What follows belongs to an exercise in optimizing a design on an open flow for small area; a production flow would make more cautious choices. Only simulation tests tie the RTL to the original design; equivalence was not proved. The flow treats the clock pin as an ideal source, which a real chip does not have.

==> job 5907: inputs <==
## top_module
module top_module(clk, reset, led, player1_button, player2_button, squash_switch, AN_Out, C_Out);
export LEC_CHECK = 0
export CAP_MARGIN = 20
export CORE_MARGIN = 2
export CORE_UTILIZATION = 40
export SLEW_MARGIN = 20
create_clock -name core_clock -period 10.0 [get_ports {clk}]
standard.sh (not shown) runs the stock make flow with config.mk's settings and CLKGATE_MAP_FILE= SYNTH_SCRIPT=/design/flow/synth_recipe.tcl, a recipe that flattens the netlist after the stock synthesis.
==> flow/flow/run.sh <==
#!/bin/bash
# Own layout flow: the standard synthesis, then the combinational logic
# of its netlist re-mapped for area with ABC (every flip-flop instance is
# kept as it is; several ABC seeds run side by side and the smallest
# netlist is kept), then the standard layout steps with buf_1 port buffers
# and a clock tree without dummy loads. Each tool's output goes to a log
# file of its own in the work folder.
set -euo pipefail
W=$PWD
R=$W/orfs/results/$FLOW_PLATFORM/top_module/base
LIB=$FLOW_HOME/platforms/$FLOW_PLATFORM/lib/sky130_fd_sc_hd__tt_025C_1v80.lib

# 1. standard synthesis (the standard flow's own script, unchanged)
bash standard.sh "$R/1_2_yosys.v" > "$W/std_synth.log" 2>&1
cp "$R/1_2_yosys.v" "$W/std_synth.v"

# 2. re-map the combinational logic with a few ABC seeds
SEEDS="1 2 3"
for s in $SEEDS; do
  sed "s/@SEED@/$s/" "$W/flow/area.abc" > "$W/area_$s.abc"
  LIB="$LIB" IN="$W/std_synth.v" OUT="$W/resynth_$s.v" ABCSCRIPT="$W/area_$s.abc" \
    DONT_USE="$(cat "$W/flow/dont_use.txt")" \
    yosys -c "$W/flow/resynth.tcl" > "$W/resynth_$s.log" 2>&1 &
done
wait
best=""; barea=""
for s in $SEEDS; do
  a=$(awk '/Chip area/ {print $NF}' "$W/resynth_$s.v.stat")
  echo "seed $s area $a" >> "$W/resynth_pick.log"
  if [[ -z "$best" ]] || awk -v a="$a" -v b="$barea" 'BEGIN {exit !(a < b)}'; then best=$s; barea=$a; fi
done
echo "picked seed $best ($barea)" >> "$W/resynth_pick.log"
cp "$W/resynth_$best.v" "$R/1_2_yosys.v"
touch "$R/1_2_yosys.v"

# 3. the rest of the standard flow
export BUFFER_PORTS_ARGS="-buffer_cell sky130_fd_sc_hd__buf_1"
export CTS_ARGS="$(cat "$W/flow/cts_args.txt")"
bash standard.sh > "$W/layout.log" 2>&1
==> flow/flow/area.abc <==
strash
&get -n
&deepsyn -T 120 -S @SEED@
&dch -f
&nf -R 1000
&put
topo
Other scripts of this flow, unchanged in this note and not shown: flow/flow/cts_args.txt, flow/flow/dont_use.txt, flow/flow/resynth.tcl
==> inputs of job 9186, as changes to job 5907 <==
--- a/flow/design.v
+++ b/flow/design.v
@@ -89,11 +89,12 @@
         else
             bcnt <= {bcnt[8:0], ~(bcnt[9] ^ bcnt[6])};
     end
     reg [1:0] state;
     reg [3:0] pos;
-    reg lit;
+    reg dark;             
+    wire lit = !dark;
     reg dir;
     reg serve1;           
     reg [1:0] pc1, pc2;
     genvar gi;
     generate
@@ -104,15 +105,14 @@
     reg [1:0] n_state;
     reg [3:0] n_pos;
     reg n_lit, n_dir, n_serve1;
     reg [1:0] n_pc1, n_pc2, n_t1s, n_t2s;
     reg [2:0] n_tm1, n_tm2, n_hit;
-    reg clr1, clr2, l15, l0;
+    reg clr1, clr2, l15, l0, hitq, d1;
+    reg ld, ld15, mv_up, mv_dn;
     always @(*) begin
         n_state = state;
-        n_pos = pos;
-        n_lit = lit;
         n_dir = dir;
         n_serve1 = serve1;
         n_pc1 = pc1;
         n_pc2 = pc2;
         n_t1s = player1_score;
@@ -122,41 +122,53 @@
         n_hit = hit;
         clr1 = 0;
         clr2 = 0;
         l15 = 0;
         l0 = 0;
+        hitq = 0;
+        d1 = 0;
+        ld = 0;
+        ld15 = 0;
+        mv_up = 0;
+        mv_dn = 0;
         if (squash_switch) begin
             n_serve1 = 0;
             if (pc2 == 2'd0) begin
-                n_lit = 1;
-                n_pos = 4'd0;
+                ld = 1;
                 n_pc2 = 2'd1;
                 n_dir = 1;
             end
             else begin
-                if (b2p && lit && pos == 4'd0) begin
+                hitq = b2p && lit && pos == 4'd0;
+                if (hitq) begin
                     n_tm2 = player2_match_score + 1'b1;
                     n_hit = hit + 1'b1;
-                    n_dir = ~dir;
                 end
-                if (!n_dir) begin
-                    n_lit = n_lit && (n_pos != 4'd15);
-                    n_pos = n_pos + 1'b1;
-                end
-                if (n_lit && n_pos == 4'd15)
-                    n_dir = ~n_dir;
-                if (n_dir) begin
-                    n_lit = n_lit && (n_pos != 4'd0);
-                    n_pos = n_pos - 1'b1;
+                d1 = dir ^ hitq;
+                if (!d1) begin
+                    if (lit && pos == 4'd14)
+                        n_dir = 1;
+                    else begin
+                        mv_up = 1;
+                        n_dir = 0;
+                    end
+                end
+                else begin
+                    if (lit && pos == 4'd15)
+                        n_dir = 0;
+                    else begin
+                        mv_dn = 1;
+                        n_dir = 1;
+                    end
                 end
             end
         end
         else begin
             case (state)
                 SERVE: begin
-                    n_lit = 1;
-                    n_pos = serve1 ? 4'd15 : 4'd0;
+                    ld = 1;
+                    ld15 = serve1;
                     if (b1p) begin
                         n_dir = 0;
                         n_state = PLAY;
                     end
                     else if (b2p) begin
@@ -165,20 +177,14 @@
                     end
                     n_pc1 = 0;
                     n_pc2 = 0;
                 end
                 PLAY: begin
-                    if (dir) begin
-                        n_lit = lit && (pos != 4'd15);
-                        n_pos = pos + 1'b1;
-                    end
-                    else begin
-                        n_lit = lit && (pos != 4'd0);
-                        n_pos = pos - 1'b1;
-                    end
-                    l15 = n_lit && (n_pos == 4'd15);
-                    l0 = n_lit && (n_pos == 4'd0);
+                    mv_up = dir;
+                    mv_dn = !dir;
+                    l15 = dir && lit && pos == 4'd14;
+                    l0 = !dir && lit && pos == 4'd1;
                     if (l15 && b1p) begin
                         n_dir = ~n_dir;
                         n_hit = n_hit + 1'b1;
                         clr1 = 1;
                     end
@@ -246,20 +252,36 @@
                 end
             endcase
         end
         if (clr1) n_pc1 = 0;
         if (clr2) n_pc2 = 0;
+        if (ld) begin
+            n_pos = {4{ld15}};
+            n_lit = 1;
+        end
+        else if (mv_up) begin
+            n_pos = pos + 1'b1;
+            n_lit = lit && (pos != 4'd15);
+        end
+        else if (mv_dn) begin
+            n_pos = pos - 1'b1;
+            n_lit = lit && (pos != 4'd0);
+        end
+        else begin
+            n_pos = pos;
+            n_lit = lit;
+        end
     end
     assign hit_next = slow_tick ? n_hit : hit;
     always @(posedge clk or posedge reset) begin
         if (reset) begin
             pos <= 4'd0;
-            lit <= 1'b1;
+            dark <= 1'b0;
         end
         else if (slow_tick) begin
             pos <= n_pos;
-            lit <= n_lit;
+            dark <= !n_lit;
         end
     end
     always @(posedge clk) begin
         if (reset) begin
             state <= SERVE;
@@ -294,11 +316,12 @@
 output [2:0] digit;
 output [7:0] AN_Out;
 output reg [6:0] C_Out;
 reg [2:0] LEDCounter;
 reg [3:0] clkCounter;
-reg [3:0] shown;
+reg [3:0] shown_x;    
+wire [3:0] shown = shown_x ^ 4'b1010;
 assign digit = LEDCounter;
 wire slow_tick = clkCounter[0] && clkCounter[2] && !clkCounter[3];
 reg cc_fb;
 always @(*) begin
     case ({clkCounter[3], clkCounter[1], clkCounter[0]})
@@ -328,16 +351,16 @@
 always @(posedge clk or posedge rst)
 begin
     if(rst)
     begin
         LEDCounter <= 0;
-        shown <= 4'b1010;
+        shown_x <= 4'b0000;
     end
     else if(slow_tick)
     begin
         LEDCounter <= LEDCounter + 1'b1;
-        shown <= code_in;
+        shown_x <= code_in ^ 4'b1010;
     end
 end
 always @(posedge clk)
 begin
     if(rst)
--- a/flow/flow/run.sh
+++ b/flow/flow/run.sh
@@ -1,11 +1,11 @@
 #!/bin/bash
 # Own layout flow: the standard synthesis, then the combinational logic
 # of its netlist re-mapped for area with ABC (every flip-flop instance is
 # kept as it is; several ABC seeds run side by side and the smallest
 # netlist is kept), then the standard layout steps with buf_1 port buffers
-# and a clock tree without dummy loads. Each tool's output goes to a log
+# and a clock tree without dummy loads whose buffers are then sized down. Each tool's output goes to a log
 # file of its own in the work folder.
 set -euo pipefail
 W=$PWD
 R=$W/orfs/results/$FLOW_PLATFORM/top_module/base
 LIB=$FLOW_HOME/platforms/$FLOW_PLATFORM/lib/sky130_fd_sc_hd__tt_025C_1v80.lib
@@ -13,11 +13,11 @@
 # 1. standard synthesis (the standard flow's own script, unchanged)
 bash standard.sh "$R/1_2_yosys.v" > "$W/std_synth.log" 2>&1
 cp "$R/1_2_yosys.v" "$W/std_synth.v"
 
 # 2. re-map the combinational logic with a few ABC seeds
-SEEDS="1 2 3"
+SEEDS="1 2 3 4"
 for s in $SEEDS; do
   sed "s/@SEED@/$s/" "$W/flow/area.abc" > "$W/area_$s.abc"
   LIB="$LIB" IN="$W/std_synth.v" OUT="$W/resynth_$s.v" ABCSCRIPT="$W/area_$s.abc" \
     DONT_USE="$(cat "$W/flow/dont_use.txt")" \
     yosys -c "$W/flow/resynth.tcl" > "$W/resynth_$s.log" 2>&1 &
@@ -34,6 +34,10 @@
 touch "$R/1_2_yosys.v"
 
 # 3. the rest of the standard flow
 export BUFFER_PORTS_ARGS="-buffer_cell sky130_fd_sc_hd__buf_1"
 export CTS_ARGS="$(cat "$W/flow/cts_args.txt")"
+# after clock_tree_synthesis: resize the clock buffers (flow/cts_opt.tcl)
+export POST_CTS_TCL="$W/flow/cts_opt.tcl"
+export CTS_MERGE=1
+export CTS_SLEW_TARGET=0.100
 bash standard.sh > "$W/layout.log" 2>&1
==> flow/flow/area.abc (replaced) <==
strash
&get -n
&deepsyn -T 90 -S @SEED@
&dch -f
&nf -R 1000
&put
topo
==> flow/flow/cts_opt.tcl (new file) <==
# Post-CTS clock tree trim: merge the leaf buffers of the clock tree into
# groups of CTS_MERGE neighbours, move each kept buffer to the centre of its
# flip-flops, then give each buffer the smallest clkbuf size whose
# flip-flop clock pins stay under CTS_SLEW_TARGET (ns). All flip-flops keep
# the same number of buffers on their clock path.
set ctsdb [ord::get_db]
set ctsblock [ord::get_db_block]
set target $::env(CTS_SLEW_TARGET)
set gsize $::env(CTS_MERGE)
set sizes {sky130_fd_sc_hd__clkbuf_2 sky130_fd_sc_hd__clkbuf_4 sky130_fd_sc_hd__clkbuf_8 sky130_fd_sc_hd__clkbuf_16}
proc cts_loc {i} { set b [$i getBBox]; return [list [expr {([$b xMin]+[$b xMax])/2}] [expr {([$b yMin]+[$b yMax])/2}]] }
set clknet [$ctsblock findNet clk]
set root ""
foreach it [$clknet getITerms] { set root [$it getInst] }
set rootnet [[$root findITerm X] getNet]
set leaves {}
foreach it [$rootnet getITerms] { if {[$it getInst] != $root} { lappend leaves [$it getInst] } }
puts "cts_opt: root [$root getName], [llength $leaves] leaf buffers"
set left $leaves
set kept {}
while {[llength $left] > 0} {
  set a [lindex $left 0]; set left [lrange $left 1 end]
  set g [list $a]
  while {[llength $g] < $gsize && [llength $left] > 0} {
    set la [cts_loc $a]; set best ""; set bd 1e18
    foreach b $left { set lb [cts_loc $b]; set d [expr {abs([lindex $la 0]-[lindex $lb 0]) + abs([lindex $la 1]-[lindex $lb 1])}]; if {$d < $bd} {set bd $d; set best $b} }
    lappend g $best
    set i [lsearch -exact $left $best]; set left [lreplace $left $i $i]
  }
  set anet [[$a findITerm X] getNet]
  foreach b [lrange $g 1 end] {
    set bnet [[$b findITerm X] getNet]
    foreach it [$bnet getITerms] { if {[$it getInst] == $b} continue; $it disconnect; $it connect $anet }
    [$b findITerm A] disconnect; [$b findITerm X] disconnect
    odb::dbInst_destroy $b; odb::dbNet_destroy $bnet
  }
  set sx 0; set sy 0; set n 0
  foreach it [$anet getITerms] { if {[$it getInst] == $a} continue; set l [cts_loc [$it getInst]]; set sx [expr {$sx+[lindex $l 0]}]; set sy [expr {$sy+[lindex $l 1]}]; incr n }
  $a setLocation [expr {$sx/$n}] [expr {$sy/$n}]
  lappend kept $a
}
detailed_placement
proc cts_leaf_slew {a} {
  set w 0
  foreach it [[[$a findITerm X] getNet] getITerms] {
    if {[$it getInst] == $a} continue
    set p [get_pins [[$it getInst] getName]/[[$it getMTerm] getName]]
    set s [get_property $p slew_max]
    if {$s > $w} {set w $s}
  }
  return $w
}
foreach a [concat $kept [list $root]] {
  foreach m $sizes {
    $a swapMaster [$ctsdb findMaster $m]
    estimate_parasitics -placement
    set ok 1
    if {$a == $root} { foreach k $kept { if {[cts_leaf_slew $k] > $target} {set ok 0} } } else { if {[cts_leaf_slew $a] > $target} {set ok 0} }
    if {$ok} break
  }
  puts "cts_opt: [$a getName] -> [[$a getMaster] getName]"
}
detailed_placement
estimate_parasitics -placement
set w 0; foreach k $kept { set s [cts_leaf_slew $k]; if {$s > $w} {set w $s} }
puts "cts_opt: worst clock-pin slew $w"
Settings changed: CORE_UTILIZATION 40 to 65.
==> reports/results.txt <==
Outcome - complete, no violations
Worst R2R Path Depth - 15
Multi-input logic area - 1660 um^2
Hold Crit Depth - 1
Inst Count DP - 495
Gpl congestion - 0.847
Die W - 75.7 um
Register share of the cell area - 0.442
GRT Total Usage - 0.250
First-pass GRT wire length - 10.9 mm
Clock skew - 23.4 ps
Final-layout clock-cell area share - 0.0280
Hold Path End - s1.SevenSegmentLED.shown_x[1]$_DFFE_PP0P_
Critical R2R Launch - c1.cnt[2]$_DFF_P_
That was job 9186.
==> reports/results.txt <==
Clock skew - 16.4 ps
Outcome - complete, no violations
Inst Count DP - 543
Die W - 95.8 um
Multi-input logic area - 1670 um^2
Critical R2R Launch - c1.cnt[1]$_DFF_P_
Final-layout clock-cell area share - 0.0329
Hold Crit Depth - 2
That was job 5907.

-- port drivers added, routing unchanged --
The results above use ideal ports. As a check the final layouts listed here were re-extracted and re-timed, cells and wires unchanged.
Step 1: set_driving_cell puts a clkbuf_16 on clk and a buf_2 on each other input, an assumption about the parent block.
Step 2 also shifts input and output timing later by t, the mid clock arrival at the registers, as if the neighbouring blocks saw the same clock.
Slacks: no drivers / after step 1 / after step 2; pairs: no drivers / after step 1.
| run | t, ns | slack for setup (ns) | clock arrival spread, ns | slew at the worst register clock pin (ns) | cell pins on the clock port's net |
|---|---|---|---|---|---|
| job 5907 | 0.352 | 5.597 / 5.566 / 5.753 | 0.017 / 0.017 | 0.08 / 0.08 | 1 |
| job 9186 | 0.537 | 5.673 / 5.645 / 5.360 | 0.024 / 0.024 | 0.09 / 0.09 | 1 |
After both steps setup and hold are still met in every run listed. The setup slack of job 9186, which loses most, moves by -0.028 ns with the drivers and by -0.313 ns with both steps.
